From an optimization exercise on the open Yosys and OpenROAD flow, aimed at small area, a short achievable clock period and few clock cycles per item; shortcuts taken in it are not production practice.
In this exercise RTL edits were held to simulation tests only and were not proved equivalent to the original.

==> flow/design.v (outline; a module is shown in full before it is edited, if it fits) <==
// module calc: 7537 lines
// module calc_fa: 6 lines
// module calc_ha: 6 lines
module calc(clk,rst,A,B,C,pushA,stopA,pushB,stopB,pushC,stopC,Z,pushZ);
  // ...
==> flow/flow/run.sh <==
#!/bin/bash
# The standard layout (the standard.sh: ORFS synthesis, floorplan, placement, CTS and
# routing, unchanged) with its timing repair aiming for a setup slack of 5.5 ns.
set -euo pipefail
bash standard.sh SETUP_SLACK_MARGIN=5.5 finish > standard_make.log 2>&1
==> flow/standard.sh <==
#!/bin/bash
# synth_recipe.tcl (not shown) runs the flow's synth.tcl, then flattens the netlist and writes it again
# the make line also repeats each setting of config.mk as NAME=value (left out here)
make -C /OpenROAD-flow-scripts/flow DESIGN_CONFIG=/design/flow/config.mk WORK_HOME=/design/flow/orfs CLKGATE_MAP_FILE= SYNTH_SCRIPT=/design/flow/synth_recipe.tcl "${@:-finish}"
==> flow/config.mk <==
export PLATFORM = sky130hd
export DESIGN_NAME = calc
export DESIGN_NICKNAME = calc
export VERILOG_FILES = /design/flow/design.v
export SDC_FILE = /design/flow/constraint.sdc
export NUM_CORES = 4
export LEC_CHECK = 0
export CAP_MARGIN = 20
export CORE_MARGIN = 2
export CORE_UTILIZATION = 62
export CTS_CLUSTER_DIAMETER = 80
export CTS_CLUSTER_SIZE = 24
export SLEW_MARGIN = 20
export SYNTH_HIERARCHICAL = 1
export SYNTH_MINIMUM_KEEP_SIZE = 0
==> flow/constraint.sdc <==
create_clock -name core_clock -period 9.0 [get_ports {clk}]
set_input_delay 1.8000 -clock core_clock [delete_from_list [all_inputs] [get_ports {clk}]]
set_output_delay 1.8000 -clock core_clock [all_outputs]
set_load 0.01 [all_outputs]
==> results_dict.tcl, run 1 <==
set metrics [dict create \
    grt_util_met2 0.587 \
    areaGrowthSynthToFinish_pct 6.88 \
    cpPeakStageDelay_ns 0.67 \
    yosys.area.top_type "fa_1" \
    path_depth 6 \
    status "timing/DRC/antenna clean" \
    worstRegToRegCells 6 \
    hold_class "flop to flop" \
    r2r_end "p1_s542$_DFF_P_" \
    crit_end "p1_s542$_DFF_P_" \
    clock_sinks 1187 \
    largest_class "multi-input combinational cells" \
    route.met3.wl_mm 22.1 \
    ys_seq_area_frac 0.281 \
    taps 1890 \
    finalMaxSlewViolations 0 \
    instances_no_fill 9197 \
    buf_share 0.0358 \
    fillers 10700 \
    crit_chain "and2_1 > fa_1 > fa_1 > fa_1 > fa_1 > fa_1" \
    hold_viol_final 0 \
    final_cell_mix "1496 x fa_1, 1041 x xnor2_1, 980 x dfxtp_1" \
    rsz0062_at_grt "true" \
    final_common_cell "fa_1" \
    synth-xor-area-share 0.117 \
    synth.distinct_cells 94 \
    ys.flop_type "dfxtp_1" \
    synth.most_common_cell "fa_1" \
    setup_viol 0 \
    antenna_found_initial 11 \
    grt_pass1_wl_mm 392 \
    place_congestion 0.934 \
    ys_warn_count 7 \
    multi_input_area_um2 61200 \
]
Testbench counts, summed over its fixed seeds: cycles 16,056, items 16,000.
==> run 2: changes to the inputs <==
--- a/flow/config.mk
+++ b/flow/config.mk
@@ -8,5 +8,5 @@
 export CAP_MARGIN = 20
 export CORE_MARGIN = 2
-export CORE_UTILIZATION = 62
+export CORE_UTILIZATION = 50
 export CTS_CLUSTER_DIAMETER = 80
 export CTS_CLUSTER_SIZE = 24
==> run 2 against run 1 <==
Setup slack got worse by 0.024 ns; largest cell class unchanged; highest routed layer unchanged; area after synthesis unchanged; synthesized cell count unchanged; via count is 1.3% lower.
==> results_dict.tcl, run 2 <==
set metrics [dict create \
    htree_levels 3 \
    finalMaxSlewViolations 0 \
    synthArstFlopShare 0.00927 \
    fin_crit_ns 3.46 \
    hold_viol_final 0 \
    clk_pin_slew_ns 0.09 \
    worstSetupStartpointType "flop" \
    hold_class "flop to flop" \
    worst_pin_slew_ns 1.16 \
    max_slew_margin 0.224 \
    yosys.area.top_type "fa_1" \
    synth-edff-count 96 \
    clock_sinks 1187 \
    final_cell_mix "1496 x fa_1, 1042 x xnor2_1, 992 x dfxtp_1" \
    floorplan.initialDensity 0.502 \
    die_area_um2 180000 \
    ys_seq_area_frac 0.281 \
    placed_cell_area_um2 91500 \
    synth_cells 7428 \
    drc_errors 0 \
    clk_latency_ns 0.76 \
    vias 56800 \
    crit_fanout 13 \
    die_width_um 424 \
    fmax_mhz 289 \
    ys.flop_type "dfxtp_1" \
    grt_use_total 0.296 \
    nets 9194 \
    synth.most_common_cell "fa_1" \
    yosys-top-cells-count "1497 x fa_1, 1080 x dfxtp_1, 1048 x xnor2_1" \
    die_h_um 424 \
    io_buffers 136 \
    cts_tree "done" \
    cts_made_buffers 79 \
    cp.arrival_ns 4.08 \
    wl_per_cell_um 27.2 \
    final_common_cell "fa_1" \
    drt_iter0_markers 5395 \
    critPathRequiredTime_ns 9.62 \
    ant_nets 0 \
    status "timing/DRC/antenna clean" \
    synth.distinct_cells 94 \
    place_congestion 0.917 \
    ios 137 \
    grt_pass1_vias 61700 \
    cts_root_buffer "clkbuf_16" \
    areaGrowthSynthToFinish_pct 7.94 \
    dr.pass1.iters 9 \
    rows 154 \
    antenna_found_initial 7 \
    fin_worst_skew_ns 0.0484 \
    grt_max_degree 66 \
    setup_tns_ns 0 \
    final_area_um2 95300 \
    rsz0062_at_grt "true" \
    hpwl_mm 190 \
    clockBufferDepth 3 \
    syn-cell-area_um2 88300 \
    synth_area_leaders "fa_1 34%, dfxtp_1 24%, xnor2_1 10%" \
    final_layout_size_suffix_gt1_frac 0.0659 \
    cts_hold_buf 0 \
    viasPerCell 5.88 \
    max_cap_viol_count 0 \
    hold_ws_ns 0.330 \
    core_um2 176000 \
    synth_area_per_cell_um2 11.9 \
    criticalPathCategory "flop to flop" \
    overflow 0 \
    ys_warn_count 7 \
    synth_seq_cells 1187 \
    period_share 0.385 \
    wl_mm 263 \
    setup_viol 0 \
    grt_pass1_wl_mm 396 \
    reg_top3 "ra: 32 flops, rb: 32 flops, rc: 32 flops" \
    synth.top_cell.area_share 0.339 \
    crit_path_end_kind "flop" \
]
-- run 2: cell counts after synthesis --
Identical to the previous run, type by type.
-- run 2: per-module statistics from Yosys, one instance, submodules excluded --
module / times used / flip-flops and latches / cells
calc: 1 / 1187 / 5755
calc_fa: 1495 / 0 / 1
calc_ha: 178 / 0 / 1
-- run 2: cells by family (layout without fill, tap and decap cells) --
group	count (synthesis)	in the layout	synth area share
flops	1187	1187	0.281
simple gates	1439	1439	0.0936
buf+inv	638	508	0.0285
fa+ha+maj	1824	1824	0.386
mux	1	1	0.000128
xor+xnor	1183	1183	0.117
other cells	1	31	0.0000425
compound gates	1155	1155	0.0941
-- run 2: through the flow --
stage,util,worst slack [ns],instances
final,0.542,5.54,9668
after global routing,0.542,5.39,9667
after CTS,0.539,5.33,9636
after detailed placement,0.521,5.07,9483
after global placement,0.520,5.09,9483
after floorplan,-,5.52,7457
-- run 2: cell type report --
class                      instances  area (µm²)
antenna                            1        2.50
clock buffer                      93        2080
clock inverter                    46         752
fill                           15000       80400
inverter                          41         154
multi-input combinational       5632       61300
sequential                      1187       24900
tap                             2340        2930
timing repair buffer             328        3130
-- run 2: final timing paths --
kind | start | to | slack (ns) | cells past startpoint
min in group asynchronous | rst | valid[7]$_DFF_PP0_ | 1.34 | 2
max in group asynchronous | rst | valid[6]$_DFF_PP0_ | 7.38 | 2
hold / removal | p2_rb14$_DFF_P_ | p3_rb14$_DFF_P_ | 0.33 | 0
setup reg to reg | p1_rb19$_DFF_P_ | p2_s1531$_DFF_P_ | 5.54 | 6
hold reg to reg | p2_rb14$_DFF_P_ | p3_rb14$_DFF_P_ | 0.33 | 0
setup / recovery | p1_rb19$_DFF_P_ | p2_s1531$_DFF_P_ | 5.54 | 6
-- run 2: what timing repair did --
action | in CTS | in global routing
gates resized for setup | 93 | 114
cloned | 0 | 1
pin swaps | 5 | 3
setup buffers | 14 | 30
endpoints found under the setup margin | 304 | 130
-- run 2: per-layer routing --
| metal | vias to the layer above | wire length, µm | global-route usage |
|---|---|---|---|
| met5 | - | 57 | 0 |
| met4 | 8 | 17800 | 0.168 |
| met3 | 649 | 20100 | 0.0563 |
| met2 | 2607 | 123000 | 0.480 |
| met1 | 29400 | 102000 | 0.371 |
| li1 | 24100 | - | - |
-- run 2: critical path, cell delays in order, from the launching register on --
cell and delay [ns]:
dfxtp_1 0.78, and2_1 0.26, fa_1 0.46, fa_1 0.47, fa_1 0.43, fa_1 0.53, fa_1 0.42

-- re-timing with driven ports --
Ports are ideal in the flow. The routed layouts listed here were re-timed in OpenROAD.
Step 1 (the two cells are an assumption about what drives the block):
set clk [get_ports {clk}]
set_driving_cell -lib_cell sky130_fd_sc_hd__clkbuf_16 $clk
set_driving_cell -lib_cell sky130_fd_sc_hd__buf_2 [delete_from_list [all_inputs] $clk]
Step 2 times the ports against the registers' clock, not the clock port: input delays grow and output delays shrink by t, the midpoint of the rising clock arrivals with the driver on.
Three values: ideal, step 1, step 2; two values: the first two.
run | t (ns) | setup slack, ns | worst slew at a driven data input, ns
run 1 | 0.790 | 5.561 / 5.518 / 5.561 | 0.06
run 2 | 0.824 | 5.537 / 5.512 / 5.537 | 0.06
After both steps setup and hold are still met in every run listed.
